From an optimization exercise on the open Yosys and OpenROAD flow, aimed at small area; shortcuts taken in it are not production practice.
Where RTL was checked, it was by simulation tests only, not by an equivalence proof against the original.
No activity file was given, so power comes from the tool's default toggle rates.

==> module conv_window, before the edit <==
module conv_window #(
    parameter DATA_WIDTH = 16,
    parameter IMG_WIDTH  = 64
)(
    input  wire                  clk,
    input  wire                  rst_n,
    input  wire [DATA_WIDTH-1:0] pixel_in,
    input  wire                  valid_in,
    output wire [DATA_WIDTH-1:0] w00, w01, w02,
    output wire [DATA_WIDTH-1:0] w10, w11, w12,
    output wire [DATA_WIDTH-1:0] w20, w21, w22,
    output wire                  valid_out
);
    localparam RING = 7;
    wire                  shift, rotate;
    wire [DATA_WIDTH-1:0] ring_in;
    sliding_window #(
        .DATA_WIDTH(DATA_WIDTH),
        .IMG_WIDTH (IMG_WIDTH),
        .RING      (RING)
    ) u_sw (
        .clk      (clk),
        .rst_n    (rst_n),
        .pixel_in (pixel_in),
        .valid_in (valid_in),
        .shift    (shift),
        .rotate   (rotate),
        .ring_in  (ring_in),
        .valid_out(valid_out)
    );
    line_buffer #(
        .DATA_WIDTH(DATA_WIDTH),
        .IMG_WIDTH (IMG_WIDTH),
        .RING      (RING)
    ) u_lb (
        .clk      (clk),
        .shift    (shift),
        .rotate   (rotate),
        .ring_in  (ring_in),
        .w00(w00), .w01(w01), .w02(w02),
        .w10(w10), .w11(w11), .w12(w12),
        .w20(w20), .w21(w21), .w22(w22)
    );
endmodule
Settings: LEC_CHECK=0, CAP_MARGIN=30, CORE_MARGIN=2, CORE_UTILIZATION=70, SLEW_MARGIN=30; clock period 7.0 ns.
standard.sh (not shown) runs the stock make flow with config.mk's settings and CLKGATE_MAP_FILE= SYNTH_SCRIPT=/design/flow/synth_recipe.tcl, a recipe that flattens the netlist after the stock synthesis.
==> flow/flow/run.sh <==
#!/bin/bash
# Standard layout, with two changes: port buffers use the smallest buffer,
# and clock tree synthesis gets explicit clustering and no dummy loads.
set -euo pipefail
export BUFFER_PORTS_ARGS="-buffer_cell sky130_fd_sc_hd__buf_1"
export CTS_ARGS="-sink_clustering_enable -repair_clock_nets -sink_clustering_size 12 -sink_clustering_max_diameter 35 -buf_list sky130_fd_sc_hd__clkbuf_4 -dont_use_dummy_load"

bash standard.sh finish > standard.log 2>&1
Next try:
--- a/flow/design.v
+++ b/flow/design.v
@@ -150,5 +150,5 @@
     output wire                  valid_out
 );
-    localparam RING = 7;
+    localparam RING = 5;
     wire                  shift, rotate;
     wire [DATA_WIDTH-1:0] ring_in;
Sequential share of layout area decreases by 0.98 points.
Hold slack degrades by 22 ps.
Final cell count barely changes.
Wire length hardly moves.
Clock skew came out higher by 23 ps.
No functional check of the RTL was part of any run of this note.

========
## the reference run
conv_window, a different RTL version from the one above (not shown whole).
Size in the first run: about 2,800 cells after synthesis, about 2,200 flip-flops, roughly 160 I/O pins.
## conv_window
module conv_window #(
    parameter DATA_WIDTH = 16,
    parameter IMG_WIDTH  = 64
)(
    input  wire                  clk,
    input  wire                  rst_n,
    input  wire [DATA_WIDTH-1:0] pixel_in,
    input  wire                  valid_in,
    output wire [DATA_WIDTH-1:0] w00, w01, w02,
    output wire [DATA_WIDTH-1:0] w10, w11, w12,
    output wire [DATA_WIDTH-1:0] w20, w21, w22,
    output wire                  valid_out
);
==> module conv_window, before the edit <==
module conv_window #(
    parameter DATA_WIDTH = 16,
    parameter IMG_WIDTH  = 64
)(
    input  wire                  clk,
    input  wire                  rst_n,
    input  wire [DATA_WIDTH-1:0] pixel_in,
    input  wire                  valid_in,
    output wire [DATA_WIDTH-1:0] w00, w01, w02,
    output wire [DATA_WIDTH-1:0] w10, w11, w12,
    output wire [DATA_WIDTH-1:0] w20, w21, w22,
    output wire                  valid_out
);
    localparam RING = 8;
    wire                  shift, rotate;
    wire [DATA_WIDTH-1:0] ring_in;
    sliding_window #(
        .DATA_WIDTH(DATA_WIDTH),
        .IMG_WIDTH (IMG_WIDTH),
        .RING      (RING)
    ) u_sw (
        .clk      (clk),
        .rst_n    (rst_n),
        .pixel_in (pixel_in),
        .valid_in (valid_in),
        .shift    (shift),
        .rotate   (rotate),
        .ring_in  (ring_in),
        .valid_out(valid_out)
    );
    line_buffer #(
        .DATA_WIDTH(DATA_WIDTH),
        .IMG_WIDTH (IMG_WIDTH),
        .RING      (RING)
    ) u_lb (
        .clk      (clk),
        .shift    (shift),
        .rotate   (rotate),
        .ring_in  (ring_in),
        .w00(w00), .w01(w01), .w02(w02),
        .w10(w10), .w11(w11), .w12(w12),
        .w20(w20), .w21(w21), .w22(w22)
    );
endmodule
clock: 7.0 ns
lec_check: 0
cap_margin: 30
core_margin: 2
core_utilization: 70
slew_margin: 30
Scripts as last shown in full above: flow/flow/run.sh
Input-level comparison between the trial run and the reference run:
diff --git a/flow/design.v b/flow/design.v
--- a/flow/design.v
+++ b/flow/design.v
@@ -146,13 +146,13 @@
     input  wire                  valid_in,
     output wire [DATA_WIDTH-1:0] w00, w01, w02,
     output wire [DATA_WIDTH-1:0] w10, w11, w12,
     output wire [DATA_WIDTH-1:0] w20, w21, w22,
     output wire                  valid_out
 );
-    localparam RING = 8;
+    localparam RING = 4;
     wire                  shift, rotate;
     wire [DATA_WIDTH-1:0] ring_in;
     sliding_window #(
         .DATA_WIDTH(DATA_WIDTH),
         .IMG_WIDTH (IMG_WIDTH),
         .RING      (RING)
--- outcome ---
Clock share of power was lower in the trial run than in the reference run.
Total number of multi-input combinational cells (the trial run / the reference run): 1.4
The trial run: worst hold slack 0.0065 ns below the reference run
The trial run vs the reference run: wire length on met1 up
The trial run ends up with lower setup slack than the reference run does.
Between the reference run and the trial run, the difference in worst stage delay on the critical path is negligible.
Power attributed to combinational cells, the reference run and the trial run, higher one = the trial run.
Changes observed in the trial run relative to the reference run: via count of the first global-routing pass higher; largest fanout of any net on the critical path +30; adder-cell share of the synthesized area now sits at about the same level.
Function was not checked in any run of this note: the RTL went through the layout flow alone.

========
## raven
The RTL this note starts from:
==> flow/design.v <==
`timescale 1ns / 1ps
module line_buffer #(
    parameter DATA_WIDTH = 16,
    parameter IMG_WIDTH  = 64,
    parameter RING       = 8
)(
    input  wire                  clk,
    input  wire                  shift,
    input  wire                  rotate,
    input  wire [DATA_WIDTH-1:0] ring_in,
    output wire [DATA_WIDTH-1:0] w00, w01, w02,
    output wire [DATA_WIDTH-1:0] w10, w11, w12,
    output wire [DATA_WIDTH-1:0] w20, w21, w22
);
    localparam DEPTH = 2*IMG_WIDTH + 2;
    reg [DATA_WIDTH-1:0] last;     
    function automatic integer ring_len(input integer start);
        integer d;
        begin
            ring_len = 1;
            for (d = 1; d <= RING; d = d + 1)
                if (RING % d == 0 && d <= DEPTH - start)
                    ring_len = d;
        end
    endfunction
    function automatic integer ring_first(input integer k);
        integer s;
        begin
            ring_first = 0;
            for (s = 0; s <= k; s = s + ring_len(s))
                ring_first = s;
        end
    endfunction
    function automatic integer ring_last(input integer k);
        ring_last = ring_first(k) + ring_len(ring_first(k)) - 1;
    endfunction
    genvar k;
    generate
        for (k = 0; k < DEPTH; k = k + 1) begin : pos
            localparam integer FIRST = ring_first(k);
            localparam integer LAST  = ring_last(k);
            reg [DATA_WIDTH-1:0] sr;
            if (k == 0) begin : head0
                always @(posedge clk)
                    sr <= ({DATA_WIDTH{shift}}  & ring_in)
                        | ({DATA_WIDTH{rotate}} & pos[LAST].sr);
            end else if (k == FIRST) begin : head
                always @(posedge clk)
                    sr <= ({DATA_WIDTH{shift}}  & pos[k-1].sr)
                        | ({DATA_WIDTH{rotate}} & pos[LAST].sr);
            end else begin : body
                always @(posedge clk)
                    sr <= pos[k-1].sr;
            end
        end
    endgenerate
    always @(posedge clk)
        last <= pos[DEPTH-1].sr;
    assign w22 = pos[0].sr;
    assign w21 = pos[1].sr;
    assign w20 = pos[2].sr;
    assign w12 = pos[IMG_WIDTH].sr;
    assign w11 = pos[IMG_WIDTH+1].sr;
    assign w10 = pos[IMG_WIDTH+2].sr;
    assign w02 = pos[2*IMG_WIDTH].sr;
    assign w01 = pos[2*IMG_WIDTH+1].sr;
    assign w00 = last;
endmodule
`timescale 1ns / 1ps
module sliding_window #(
    parameter DATA_WIDTH = 16,
    parameter IMG_WIDTH  = 64,
    parameter RING       = 8
)(
    input  wire                  clk,
    input  wire                  rst_n,
    input  wire [DATA_WIDTH-1:0] pixel_in,
    input  wire                  valid_in,
    output wire                  shift,
    output wire                  rotate,
    output reg  [DATA_WIDTH-1:0] ring_in,
    output reg                   valid_out
);
    localparam DLY   = RING - 1;
    localparam FIRST = 2*IMG_WIDTH + 2;       
    localparam JW    = RING / 2;              
    reg [DATA_WIDTH-1:0] dly [0:DLY-1];
    reg [DLY-1:0]        pend;
    reg [JW-1:0]         rot;
    reg [JW-1:0]         rot_b;                
    wire                 rot_0   = !rot[JW-1]   && !rot[0];
    wire                 rot_b_0 = !rot_b[JW-1] && !rot_b[0];
    reg [7:0]            cnt;                  
    wire                 full = (cnt == FIRST);
    reg          any_pend;
    reg [DLY-1:0] take;                        
    integer j;
    always @(*) begin
        any_pend = 1'b0;
        take     = {DLY{1'b0}};
        ring_in  = pixel_in;
        for (j = 0; j < DLY; j = j + 1)
            if (pend[j]) begin
                any_pend = 1'b1;
                take     = {DLY{1'b0}};
                take[j]  = 1'b1;
                ring_in  = dly[j];
            end
    end
    wire   avail  = any_pend || valid_in;
    assign shift  = rot_0 && avail;
    assign rotate = !rot_b_0 || !avail;       
    wire   take_in = shift && !any_pend;       
    always @(posedge clk) begin
        dly[0] <= pixel_in;
        for (j = 1; j < DLY; j = j + 1)
            dly[j] <= dly[j-1];
    end
    always @(posedge clk or negedge rst_n) begin
        if (!rst_n) begin
            pend      <= 0;
            rot       <= 0;
            rot_b     <= 0;
            cnt       <= 0;
            valid_out <= 0;
        end else begin
            pend[0] <= valid_in && !take_in;
            for (j = 1; j < DLY; j = j + 1)
                pend[j] <= pend[j-1] && !(shift && take[j-1]);
            if (!shift)
                rot <= {rot[JW-2:0], !rot[JW-1]};
            if (rotate)
                rot_b <= {rot_b[JW-2:0], !rot_b[JW-1]};
            if (shift && !full)
                cnt <= cnt + 1'b1;
            valid_out <= shift && full;
        end
    end
endmodule
`timescale 1ns / 1ps
module conv_window #(
    parameter DATA_WIDTH = 16,
    parameter IMG_WIDTH  = 64
)(
    input  wire                  clk,
    input  wire                  rst_n,
    input  wire [DATA_WIDTH-1:0] pixel_in,
    input  wire                  valid_in,
    output wire [DATA_WIDTH-1:0] w00, w01, w02,
    output wire [DATA_WIDTH-1:0] w10, w11, w12,
    output wire [DATA_WIDTH-1:0] w20, w21, w22,
    output wire                  valid_out
);
    localparam RING = 6;
    wire                  shift, rotate;
    wire [DATA_WIDTH-1:0] ring_in;
    sliding_window #(
        .DATA_WIDTH(DATA_WIDTH),
        .IMG_WIDTH (IMG_WIDTH),
        .RING      (RING)
    ) u_sw (
        .clk      (clk),
        .rst_n    (rst_n),
        .pixel_in (pixel_in),
        .valid_in (valid_in),
        .shift    (shift),
        .rotate   (rotate),
        .ring_in  (ring_in),
        .valid_out(valid_out)
    );
    line_buffer #(
        .DATA_WIDTH(DATA_WIDTH),
        .IMG_WIDTH (IMG_WIDTH),
        .RING      (RING)
    ) u_lb (
        .clk      (clk),
        .shift    (shift),
        .rotate   (rotate),
        .ring_in  (ring_in),
        .w00(w00), .w01(w01), .w02(w02),
        .w10(w10), .w11(w11), .w12(w12),
        .w20(w20), .w21(w21), .w22(w22)
    );
endmodule
Settings: LEC_CHECK=0, CAP_MARGIN=30, CORE_MARGIN=2, CORE_UTILIZATION=70, SLEW_MARGIN=30; clock period 7.0 ns.
Scripts as last shown in full above: flow/flow/run.sh
[inputs] amber vs raven
--- a/flow/design.v
+++ b/flow/design.v
@@ -82,15 +82,13 @@
     output reg                   valid_out
 );
     localparam DLY   = RING - 1;
     localparam FIRST = 2*IMG_WIDTH + 2;       
-    localparam JW    = RING / 2;              
+    localparam RW    = $clog2(RING);
     reg [DATA_WIDTH-1:0] dly [0:DLY-1];
     reg [DLY-1:0]        pend;
-    reg [JW-1:0]         rot;
-    reg [JW-1:0]         rot_b;                
-    wire                 rot_0   = !rot[JW-1]   && !rot[0];
-    wire                 rot_b_0 = !rot_b[JW-1] && !rot_b[0];
+    reg [RW-1:0]         rot;
+    reg [RW-1:0]         rot_b;                
     reg [7:0]            cnt;                  
     wire                 full = (cnt == FIRST);
     reg          any_pend;
     reg [DLY-1:0] take;                        
@@ -107,10 +105,10 @@
                 ring_in  = dly[j];
             end
     end
     wire   avail  = any_pend || valid_in;
-    assign shift  = rot_0 && avail;
-    assign rotate = !rot_b_0 || !avail;       
+    assign shift  = (rot == 0) && avail;
+    assign rotate = (rot_b != 0) || !avail;   
     wire   take_in = shift && !any_pend;       
     always @(posedge clk) begin
         dly[0] <= pixel_in;
         for (j = 1; j < DLY; j = j + 1)
@@ -127,11 +125,11 @@
             pend[0] <= valid_in && !take_in;
             for (j = 1; j < DLY; j = j + 1)
                 pend[j] <= pend[j-1] && !(shift && take[j-1]);
             if (!shift)
-                rot <= {rot[JW-2:0], !rot[JW-1]};
+                rot <= (rot == RING-1) ? {RW{1'b0}} : rot + 1'b1;
             if (rotate)
-                rot_b <= {rot_b[JW-2:0], !rot_b[JW-1]};
+                rot_b <= (rot_b == RING-1) ? {RW{1'b0}} : rot_b + 1'b1;
             if (shift && !full)
                 cnt <= cnt + 1'b1;
             valid_out <= shift && full;
         end
Notes after the runs:
amber: no failed stages, no open violations at the end
| met2 usage | lower: raven |
Compared with raven, in amber area growth from synthesis to final layout went up; slew at the pin with the worst max-slew slack increased by 0.062 ns relative to the old numbers; worst path required time lost 2.31 ns; combinational power share saw a decrease; portion of the post-synthesis area used by sequential elements saw an increase.
Delta (amber minus raven): vertical extent of the die decreased about 0.46%, final worst setup slack increased 0.31 ns, overall track demand over capacity in global routing increased 0.46 points, die footprint decreased 670 µm².
No functional check of the RTL was part of raven.

## port drivers added, routing unchanged
The results above use ideal ports. As a check the final layouts listed here were re-extracted and re-timed, cells and wires unchanged. Step 1, drivers: a clkbuf_16 drives clk and a buf_2 each remaining input, both assumed. Step 2 moves the port delays by t, midway between the first and last clock arrival at a register: inputs arrive t later, outputs are due t later. That takes back most of the time a late clock gives input paths. Three values: no drivers, after step 1, after step 2; two values: the first two.
| run | shift t [ns] | setup WS [ns] | latest minus earliest clock arrival (ns) | worst slew at a driven data input, ns | cell pins on the clock port's net |
|---|---|---|---|---|---|
| the first run of note 1 | 1.078 | 3.697 / 3.697 / 3.441 | 0.086 / 0.086 | 0.04 | 1 |
| the second run of note 1 | 1.053 | 3.547 / 3.547 / 2.907 | 0.096 / 0.096 | 0.06 | 1 |
| the reference run | 1.084 | 3.795 / 3.783 / 3.331 | 0.102 / 0.102 | 0.07 | 1 |
| the trial run | 1.057 | 3.739 / 3.739 / 2.986 | 0.107 / 0.106 | 0.07 | 1 |
| raven | 1.058 | 3.604 / 3.604 / 3.383 | 0.089 / 0.090 | 0.05 | 1 |
| amber | 1.073 | 3.914 / 3.850 / 3.340 | 0.109 / 0.109 | 0.04 | 1 |
After both steps every run listed still meets setup and hold. The setup slack of the trial run, which loses most, moves by 0.000 ns with the drivers and by -0.753 ns with both steps.
